Background: an optimization exercise with open tools, aiming at small area and a short achievable clock period. Do not read the settings as production practice.
Function was checked by simulation only, so behaviour that the tests miss may differ from the original.
Power figures rest on the tool's default switching activity, not on a simulated workload.

build 35:
## CoreLeon
module CoreLeon (
  input rst,
  input clk,
  output error,
  output end_prog,
  input  InstrWait,
  output InstrValid,
  output InstrStall,
  output [31:0] InstrAddr,
  input  [31:0] InstrData,
  input  [31:0] mem_in,
  output [31:0] mem_out,
  output [31:0] mem_address,
  output [ 3:0] mem_mask,
  output        mem_read,
  output        mem_write,
  output        memStall,
  input         memWait,
  input [15:0]  dbg_address,
  input [31:0]  dbg_indata,
  output [31:0] dbg_outdata,
  input dbg_rd,
  input dbg_wr,
  input dbg_isvalid,
  output dbg_ready,
  input  dbg_haltreq,
  input  dbg_resumereq,
  output dbg_halted
);
Size: about 1400 flip-flops, ~260 I/O pins.
clock: 13.0 ns
lec_check: 0
cap_margin: 20
core_margin: 2
core_utilization: 40
cts_buf_list: sky130_fd_sc_hd__clkbuf_16
cts_cluster_diameter: 80
cts_cluster_size: 20
setup_slack_margin: 5
slew_margin: 20
synth_hierarchical: 1
run.sh (not shown) runs the stock make flow with config.mk's settings and CLKGATE_MAP_FILE= SYNTH_SCRIPT=/design/flow/synth_recipe.tcl, a recipe that flattens the netlist after the stock synthesis.
--- input diff build 35..build 44 ---
# build 35
export LEC_CHECK = 0
export CAP_MARGIN = 20
export CORE_MARGIN = 2
export CORE_UTILIZATION = 40
export CTS_BUF_LIST = sky130_fd_sc_hd__clkbuf_16
export CTS_CLUSTER_DIAMETER = 80
export CTS_CLUSTER_SIZE = 20
export SETUP_SLACK_MARGIN = 5
export SLEW_MARGIN = 20
export SYNTH_HIERARCHICAL = 1
create_clock -name core_clock -period 13.0 [get_ports {clk}]
# build 44
export LEC_CHECK = 0
export CAP_MARGIN = 20
export CORE_MARGIN = 2
export CORE_UTILIZATION = 55
export CTS_BUF_LIST = sky130_fd_sc_hd__clkbuf_8
export CTS_CLUSTER_SIZE = 30
export SETUP_SLACK_MARGIN = 5
export SLEW_MARGIN = 20
export SYNTH_HIERARCHICAL = 1
create_clock -name core_clock -period 13.0 [get_ports {clk}]
==> flow/flow/run.sh (new file) <==
#!/bin/bash
set -euo pipefail
bash standard.sh SETUP_SLACK_MARGIN=6.5 "BUFFER_PORTS_ARGS=-buffer_cell sky130_fd_sc_hd__buf_2" finish > standard_flow.log 2>&1
==> flow/standard.sh (new file) <==
#!/bin/bash
# synth_recipe.tcl (not shown) runs the flow's synth.tcl, then flattens the netlist and writes it again
# the make line also repeats each setting of config.mk as NAME=value (left out here)
make -C /OpenROAD-flow-scripts/flow DESIGN_CONFIG=/design/flow/config.mk WORK_HOME=/design/flow/orfs CLKGATE_MAP_FILE= SYNTH_SCRIPT=/design/flow/synth_recipe.tcl "${@:-finish}"
removed: flow/run.sh
[summary]
In summary, build 44 completed successfully, with a layout that passed the timing, DRC and antenna checks.
Going from build 35 to build 44, the share of power burned in the clock network was found to have gone up by 4.3 points.
Max number of setup buffers added after CTS across build 44 and build 35: build 44
Between build 44 and build 35, the minimum setup slack after placement is higher for build 44.
On number of buffers and inverters on the critical path, the higher figure sits with build 35, not build 44.
[inputs] build 31 vs build 44
# build 44
export LEC_CHECK = 0
export CAP_MARGIN = 20
export CORE_MARGIN = 2
export CORE_UTILIZATION = 55
export CTS_BUF_LIST = sky130_fd_sc_hd__clkbuf_8
export CTS_CLUSTER_SIZE = 30
export SETUP_SLACK_MARGIN = 5
export SLEW_MARGIN = 20
export SYNTH_HIERARCHICAL = 1
create_clock -name core_clock -period 13.0 [get_ports {clk}]
# build 31
export LEC_CHECK = 0
export CAP_MARGIN = 20
export CORE_MARGIN = 2
export CORE_UTILIZATION = 40
export SETUP_SLACK_MARGIN = 5
export SLEW_MARGIN = 20
export SYNTH_HIERARCHICAL = 1
create_clock -name core_clock -period 13.0 [get_ports {clk}]
==> flow/run.sh (new file) <==
#!/bin/bash
# synth_recipe.tcl (not shown) runs the flow's synth.tcl, then flattens the netlist and writes it again
# the make line also repeats each setting of config.mk as NAME=value (left out here)
make -C /OpenROAD-flow-scripts/flow DESIGN_CONFIG=/design/flow/config.mk WORK_HOME=/design/flow/orfs CLKGATE_MAP_FILE= SYNTH_SCRIPT=/design/flow/synth_recipe.tcl finish
removed: flow/flow/run.sh
removed: flow/standard.sh
Findings:
Clock network fraction of total power: lower on build 44
Of build 31 and build 44, the run reporting the higher fraction of power consumed by sequential logic was build 44.
Compared build 44 against build 31; max-slew violation count within noise.
In the final reports, the cell area of build 31 is smaller than that of build 44.

==> port drivers added, routing unchanged <==
Ports are ideal in the flow. The routed layouts listed here were re-timed in OpenROAD. Step 1 sets driving cells, clkbuf_16 on the clock port and buf_2 on the other inputs (assumed; they add their load-dependent delay and slew). Step 2 times the ports against the registers' clock, not the clock port: input delays grow and output delays shrink by t, the midpoint of the rising clock arrivals with the driver on. Three values: ideal ports, drivers, drivers and shift; two values: the first two.
run	t, ns	slack for setup (ns)	slew at the worst register clock pin (ns)	pins driven straight from the clock port
build 35	0.859	4.349 / 4.291 / 4.060	0.10 / 0.10	1
build 44	1.042	4.457 / 4.414 / 4.414	0.08 / 0.08	1
build 31	0.920	4.404 / 4.339 / 3.941	0.08 / 0.08	1
After both steps setup and hold are still met in every run listed. For build 31, which loses most, drivers alone change the setup slack by -0.065 ns; drivers and shift together by -0.463 ns.
